Context: an optimization exercise on an open-source flow, tuned for a short achievable clock period and few clock cycles. The choices shown serve that exercise and are no tape-out recipe. At most, simulation tests tie the RTL to the original design; equivalence was not proved. The flow treats the clock pin as an ideal source, which a real chip does not have.

==> sierra <==
## riscv
module riscv(
	input	wire		clk,
	input	wire		rst,		 
	input	wire	[31:0]	inst_i,		 
	output	wire	[31:0]	inst_addr_o,	 
	output	wire		inst_ce_o,	 
	input	wire	[31:0]	data_i,		 
	output	wire		data_we_o,	 
	output	wire		data_ce_o,	 
	output	wire	[31:0]	data_addr_o,	 
	output	wire	[31:0]	data_o		 
);
export LEC_CHECK = 0
export CAP_MARGIN = 20
export CORE_MARGIN = 2
export CORE_UTILIZATION = 40
export CTS_CLUSTER_DIAMETER = 150
export CTS_CLUSTER_SIZE = 20
export PLACE_DENSITY = 0.6
export SLEW_MARGIN = 20
export SYNTH_HIERARCHICAL = 1
export TNS_END_PERCENT = 100
create_clock -name core_clock -period 10.0 [get_ports {clk}]
standard.sh (not shown) runs the stock make flow with config.mk's settings and CLKGATE_MAP_FILE= SYNTH_SCRIPT=/design/flow/synth_recipe.tcl, a recipe that flattens the netlist after the stock synthesis.
==> flow/flow/run.sh <==
#!/bin/bash
set -u
bash standard.sh SETUP_SLACK_MARGIN=6.7 finish > standard_flow.log 2>&1
==> garnet: changes against sierra <==
--- a/flow/design.v
+++ b/flow/design.v
@@ -547,21 +547,45 @@
 generate
 	for (i = 0; i < W; i = i + 1) begin : g_b
 		assign y_o[i] = ~&x_i[2*i +: 2];
 	end
 endgenerate
 endmodule
+module riscv_ex_mt(
+	input		valid_i,
+	input		br_i,
+	input		jal_i,
+	input		jalr_i,
+	input		pred_i,
+	output	[4:0]	t_o
+);
+assign	t_o[0] = valid_i & br_i & ~pred_i;
+assign	t_o[1] = valid_i & br_i & pred_i;
+assign	t_o[2] = valid_i & ((jal_i | jalr_i) & ~pred_i | ~(br_i | jal_i | jalr_i) & pred_i);
+assign	t_o[3] = valid_i & jal_i & pred_i;
+assign	t_o[4] = valid_i & jalr_i & pred_i;
+endmodule
+module riscv_ex_fin(
+	input	[4:0]	t_i,
+	input		btaken_i,
+	input		bne_i,
+	input		jne_i,
+	output		mispred_o
+);
+assign	mispred_o = (btaken_i & (t_i[0] | (t_i[1] & bne_i))) | (~btaken_i & t_i[1]) | t_i[2] |
+		    (t_i[3] & bne_i) | (t_i[4] & jne_i);
+endmodule
 module riscv_wb(
 	input	[31:0]		pc_i,
 	input			stall_i,
 	input			pred_i,
 	input	[12+1:2]	ptgt_i,
 	output	[31:0]		next_o,
 	output	[31:0]		pc4_o
 );
-assign	pc4_o  = pc_i + 32'd4;
+riscv_wb_inc INC(.pc_i(pc_i), .pc4_o(pc4_o));
 assign	next_o = stall_i ? pc_i :
 		 pred_i  ? {pc_i[31:12+2], ptgt_i, 2'b00} : pc4_o;
 endmodule
 module riscv_wb_s(
 	input			en_i,
 	input			stall_i,
@@ -581,12 +605,18 @@
 	input	[31:0]		redir_i,
 	input	[31:0]		next_i,
 	output	[31:0]		next_o
 );
 assign	next_o = mispred_i ? redir_i : next_i;
 endmodule
+module riscv_wb_inc(
+	input	[31:0]	pc_i,
+	output	[31:0]	pc4_o
+);
+assign	pc4_o = pc_i + 32'd4;
+endmodule
 module riscv_register(
 	input	[32*32-1:0]	rf_i,
 	input	[4:0]		idx_i,
 	output	[31:0]		val_o
 );
 wire	[31:0]	sel0, sel1, sel2, sel3;
@@ -793,17 +823,22 @@
 	.bne_i(bne),
 	.pc4_i(e_pc4),
 	.br_i(e_br),
 	.jal_i(e_jal),
 	.jalr_i(e_jalr),
 	.pred_i(e_pred),
-	.mispred_o(mispred),
+	.mispred_o(),
 	.taken_o(act_taken),
 	.tgt_o(act_tgt),
 	.redir_o(redir_pc)
 );
+wire	[4:0]	mt;
+wire		mispred_o;
+riscv_ex_mt MT(.valid_i(e_valid), .br_i(e_br), .jal_i(e_jal), .jalr_i(e_jalr), .pred_i(e_pred), .t_o(mt));
+riscv_ex_fin MF(.t_i(mt), .btaken_i(btaken), .bne_i(bne), .jne_i(jne), .mispred_o(mispred));
+riscv_ex_fin MFO(.t_i(mt), .btaken_i(btaken), .bne_i(bne), .jne_i(jne), .mispred_o(mispred_o));
 wire	[4:0]	rd, rs1, rs2;
 wire		d_lui, d_auipc, d_jal, d_jalr, d_br, d_load, d_store;
 wire		d_use1, d_use2, d_wr, d_rs2b, d_call, d_ret;
 wire	[31:0]	d_imm, d_timm;
 wire	[5:0]	d_brc;
 wire	[11-1:0]	d_op;
@@ -943,13 +978,13 @@
 	.pred_i(f_pred),
 	.spred_i(s_use),
 	.stgt_i(s_tgt),
 	.next_i(next_pc_b),
 	.next_o(next_pc_so)
 );
-riscv_wb_f NPCFO(.mispred_i(mispred), .redir_i(redir_pc), .next_i(next_pc_so), .next_o(next_pc_out));
+riscv_wb_f NPCFO(.mispred_i(mispred_o), .redir_i(redir_pc), .next_i(next_pc_so), .next_o(next_pc_out));
 always @(posedge clk) begin
 	pc_out   <= next_pc_out;
 	pc_btb_n <= ~next_pc_out[12+1:2];
 end
 always @(posedge clk or posedge rst) begin
 	if (rst) begin
==> flow/flow/run.sh (replaced) <==
#!/bin/bash
set -u
here=$(pwd)
bash standard.sh SETUP_SLACK_MARGIN=6.7 POST_CTS_TCL="$here/flow/post_cts.tcl" finish > standard_flow.log 2>&1
==> flow/flow/post_cts.tcl (new file) <==
# Sourced by ORFS at the end of its CTS step: one more setup repair, this
# time without the platform's cell-footprint restriction, then legalize.
puts "post_cts.tcl: extra repair_timing"
repair_timing -setup -setup_margin 6.7 -repair_tns 100 -max_passes 50 -verbose
detailed_placement
check_placement -verbose
==> indigo: changes against sierra <==
--- a/flow/design.v
+++ b/flow/design.v
@@ -59,15 +59,15 @@
 	output	[31:2]		tgt_o
 );
 wire	[4:0]	opc = inst_i[6:2];
 wire	[4:0]	rd  = inst_i[11:7];
 wire	[4:0]	rs1 = inst_i[19:15];
 wire	s   = inst_i[31];
-wire	jal  = (opc == 5'b11011);
-wire	jalr = (opc == 5'b11001);
-wire	bb   = (opc == 5'b11000) & s;
+wire	jal = (opc == 5'b11011) & (inst_i[19:12] == {8{s}});
+wire	bb  = (opc == 5'b11000) & s;
+wire	ret = (opc == 5'b11001) & ((rs1 == 5'd1) | (rs1 == 5'd5)) & ~((rd == 5'd1) | (rd == 5'd5));
 wire	[12:1]	jimm = {s, inst_i[20], inst_i[30:21]};
 wire	[12:1]	bimm = {s, inst_i[7], inst_i[30:25], inst_i[11:8]};
 wire	[12:1]	jlo, blo;
 wire		jc, bc;
 riscv_if_add12 JA(.a_i(pc_i[12:1]), .b_i(jimm), .s_o(jlo), .c_o(jc));
 riscv_if_add12 BA(.a_i(pc_i[12:1]), .b_i(bimm), .s_o(blo), .c_o(bc));
@@ -78,13 +78,13 @@
 	.fus_i(fus_i),
 	.fc_i(fc),
 	.flo_i(flo[11:2]),
 	.fhi_i(esum_i),
 	.jal_i(jal),
 	.bb_i(bb),
-	.jalr_i(jalr),
+	.ret_i(ret),
 	.s_i(s),
 	.jc_i(jc),
 	.bc_i(bc),
 	.jlo_i(jlo[12:2]),
 	.blo_i(blo[12:2]),
 	.hi_i(pc_i[31:13]),
@@ -97,24 +97,24 @@
 	input		fus_i,
 	input		fc_i,
 	input	[11:2]	flo_i,
 	input	[31:12]	fhi_i,
 	input		jal_i,
 	input		bb_i,
-	input		jalr_i,
+	input		ret_i,
 	input		s_i,
 	input		jc_i,
 	input		bc_i,
 	input	[12:2]	jlo_i,
 	input	[12:2]	blo_i,
 	input	[31:13]	hi_i,
 	input	[12+1:2]	ras_i,
 	output		pred_o,
 	output	[31:2]	tgt_o
 );
-assign	pred_o = jal_i | bb_i | jalr_i;
+assign	pred_o = jal_i | bb_i | fus_i | ret_i;
 assign	tgt_o  = jal_i ? {hi_i, jlo_i} : bb_i ? {hi_i, blo_i} : fus_i ? {fhi_i, flo_i} :
 		 {hi_i[31:12+2], ras_i};
 endmodule
 module riscv_if_add12(
 	input	[11:0]	a_i,
 	input	[11:0]	b_i,
@@ -549,35 +549,33 @@
 		assign y_o[i] = ~&x_i[2*i +: 2];
 	end
 endgenerate
 endmodule
 module riscv_wb(
 	input	[31:0]		pc_i,
-	input			stall_i,
 	input			pred_i,
 	input	[12+1:2]	ptgt_i,
 	output	[31:0]		next_o,
 	output	[31:0]		pc4_o
 );
 assign	pc4_o  = pc_i + 32'd4;
-assign	next_o = stall_i ? pc_i :
-		 pred_i  ? {pc_i[31:12+2], ptgt_i, 2'b00} : pc4_o;
+assign	next_o = pred_i ? {pc_i[31:12+2], ptgt_i, 2'b00} : pc4_o;
 endmodule
 module riscv_wb_s(
 	input			en_i,
+	input	[31:0]		pc_i,
 	input			stall_i,
-	input			pred_i,		 
 	input			spred_i,	 
 	input	[31:2]		stgt_i,
 	input	[31:0]		next_i,
 	output	[31:0]		next_o
 );
-wire	use_s = ~stall_i & ~pred_i & spred_i;
-wire	sel_s = en_i & use_s;
-wire	sel_o = en_i & ~use_s;
-assign	next_o = ({32{sel_s}} & {stgt_i, 2'b00}) | ({32{sel_o}} & next_i);
+wire	sel_p = en_i & stall_i;
+wire	sel_s = en_i & ~stall_i & spred_i;
+wire	sel_o = en_i & ~stall_i & ~spred_i;
+assign	next_o = ({32{sel_p}} & pc_i) | ({32{sel_s}} & {stgt_i, 2'b00}) | ({32{sel_o}} & next_i);
 endmodule
 module riscv_wb_f(
 	input			mispred_i,
 	input	[31:0]		redir_i,
 	input	[31:0]		next_i,
 	output	[31:0]		next_o
@@ -918,32 +916,31 @@
 	.tgt_o(s_tgt)
 );
 wire	s_use = ~f_hit & s_pred;
 wire	[31:0]	next_pc, next_pc_out, next_pc_b, next_pc_s, next_pc_so, pc4;
 riscv_wb NPC(
 	.pc_i(pc),
-	.stall_i(stall),
 	.pred_i(f_pred),
 	.ptgt_i(f_ptgt),
 	.next_o(next_pc_b),
 	.pc4_o(pc4)
 );
 riscv_wb_s NPCS(
 	.en_i(1'b1),
+	.pc_i(pc),
 	.stall_i(stall),
-	.pred_i(f_pred),
 	.spred_i(s_use),
 	.stgt_i(s_tgt),
 	.next_i(next_pc_b),
 	.next_o(next_pc_s)
 );
 riscv_wb_f NPCF(.mispred_i(mispred), .redir_i(redir_pc), .next_i(next_pc_s), .next_o(next_pc));
 riscv_wb_s NPCSO(
 	.en_i(~rst),
+	.pc_i(pc),
 	.stall_i(stall),
-	.pred_i(f_pred),
 	.spred_i(s_use),
 	.stgt_i(s_tgt),
 	.next_i(next_pc_b),
 	.next_o(next_pc_so)
 );
 riscv_wb_f NPCFO(.mispred_i(mispred), .redir_i(redir_pc), .next_i(next_pc_so), .next_o(next_pc_out));
==> flow/flow/run.sh (replaced) <==
#!/bin/bash
set -u
here=$(pwd)
bash standard.sh SETUP_SLACK_MARGIN=6.7 POST_CTS_TCL="$here/flow/post_cts.tcl" finish > standard_flow.log 2>&1
==> flow/flow/post_cts.tcl (new file) <==
# Sourced by ORFS at the end of its CTS step: one more setup repair, this
# time without the platform's cell-footprint restriction, then legalize.
puts "post_cts.tcl: extra repair_timing"
repair_timing -setup -setup_margin 6.7 -repair_tns 100 -max_passes 50 -verbose
detailed_placement
check_placement -verbose
CORE_UTILIZATION = 45   (was 40)
PLACE_DENSITY = 0.65   (was 0.6)
==> impl_metrics.yaml <==
run_status:
  status: "no timing/DRC/antenna violations"
final_layout:
  final_area_mm2: 0.147
die:
  rows: 203
timing:
  period_minus_slack_ps: 3650
[end of results for sierra]
==> impl_metrics.yaml <==
timing:
  period_minus_slack_ps: 3550
clock_network:
  cts_tree: "built"
die:
  rows: 203
final_layout:
  final_area_mm2: 0.150
run_status:
  status: "no timing/DRC/antenna violations"
[end of results for garnet]
==> impl_metrics.yaml <==
synthesis:
  synthCells: 10400
final_layout:
  final_area_mm2: 0.147
run_status:
  status: "no timing/DRC/antenna violations"
die:
  rows: 192
timing:
  period_minus_slack_ps: 3960
[end of results for indigo]
Testbench counts of sierra, summed over its fixed seeds: cycles 149,965.
Testbench counts of garnet, summed over its fixed seeds: cycles 149,965.
The RTL of indigo was laid out without a check of its function.

==> re-timing with driven ports <==
No port has a modelled driver above. Below, the same layouts with a new extraction and two added sets of constraints. Step 1 sets driving cells, clkbuf_16 on the clock port and buf_2 on the other inputs (assumed; they add their load-dependent delay and slew). Step 2 adds t to the input delays and takes it off the output delays; t is the mean of the earliest and latest rising clock arrival at the registers after step 1. Input paths then give back, and output paths get back, about the clock's delay inside the block. Three values: ideal ports, drivers, drivers and shift; two values: the first two.
run | t (ns) | setup WS [ns] | latest minus earliest clock arrival (ns) | worst register clock-pin slew, ns
sierra | 0.994 | 6.351 / 6.351 / 5.364 | 0.141 / 0.140 | 0.11 / 0.11
garnet | 1.010 | 6.452 / 6.414 / 5.403 | 0.104 / 0.105 | 0.11 / 0.11
indigo | 0.971 | 6.037 / 5.964 / 4.994 | 0.079 / 0.079 | 0.11 / 0.11
After both steps every run listed still meets setup and hold. For garnet, which loses most, drivers alone change the setup slack by -0.038 ns; drivers and shift together by -1.049 ns.
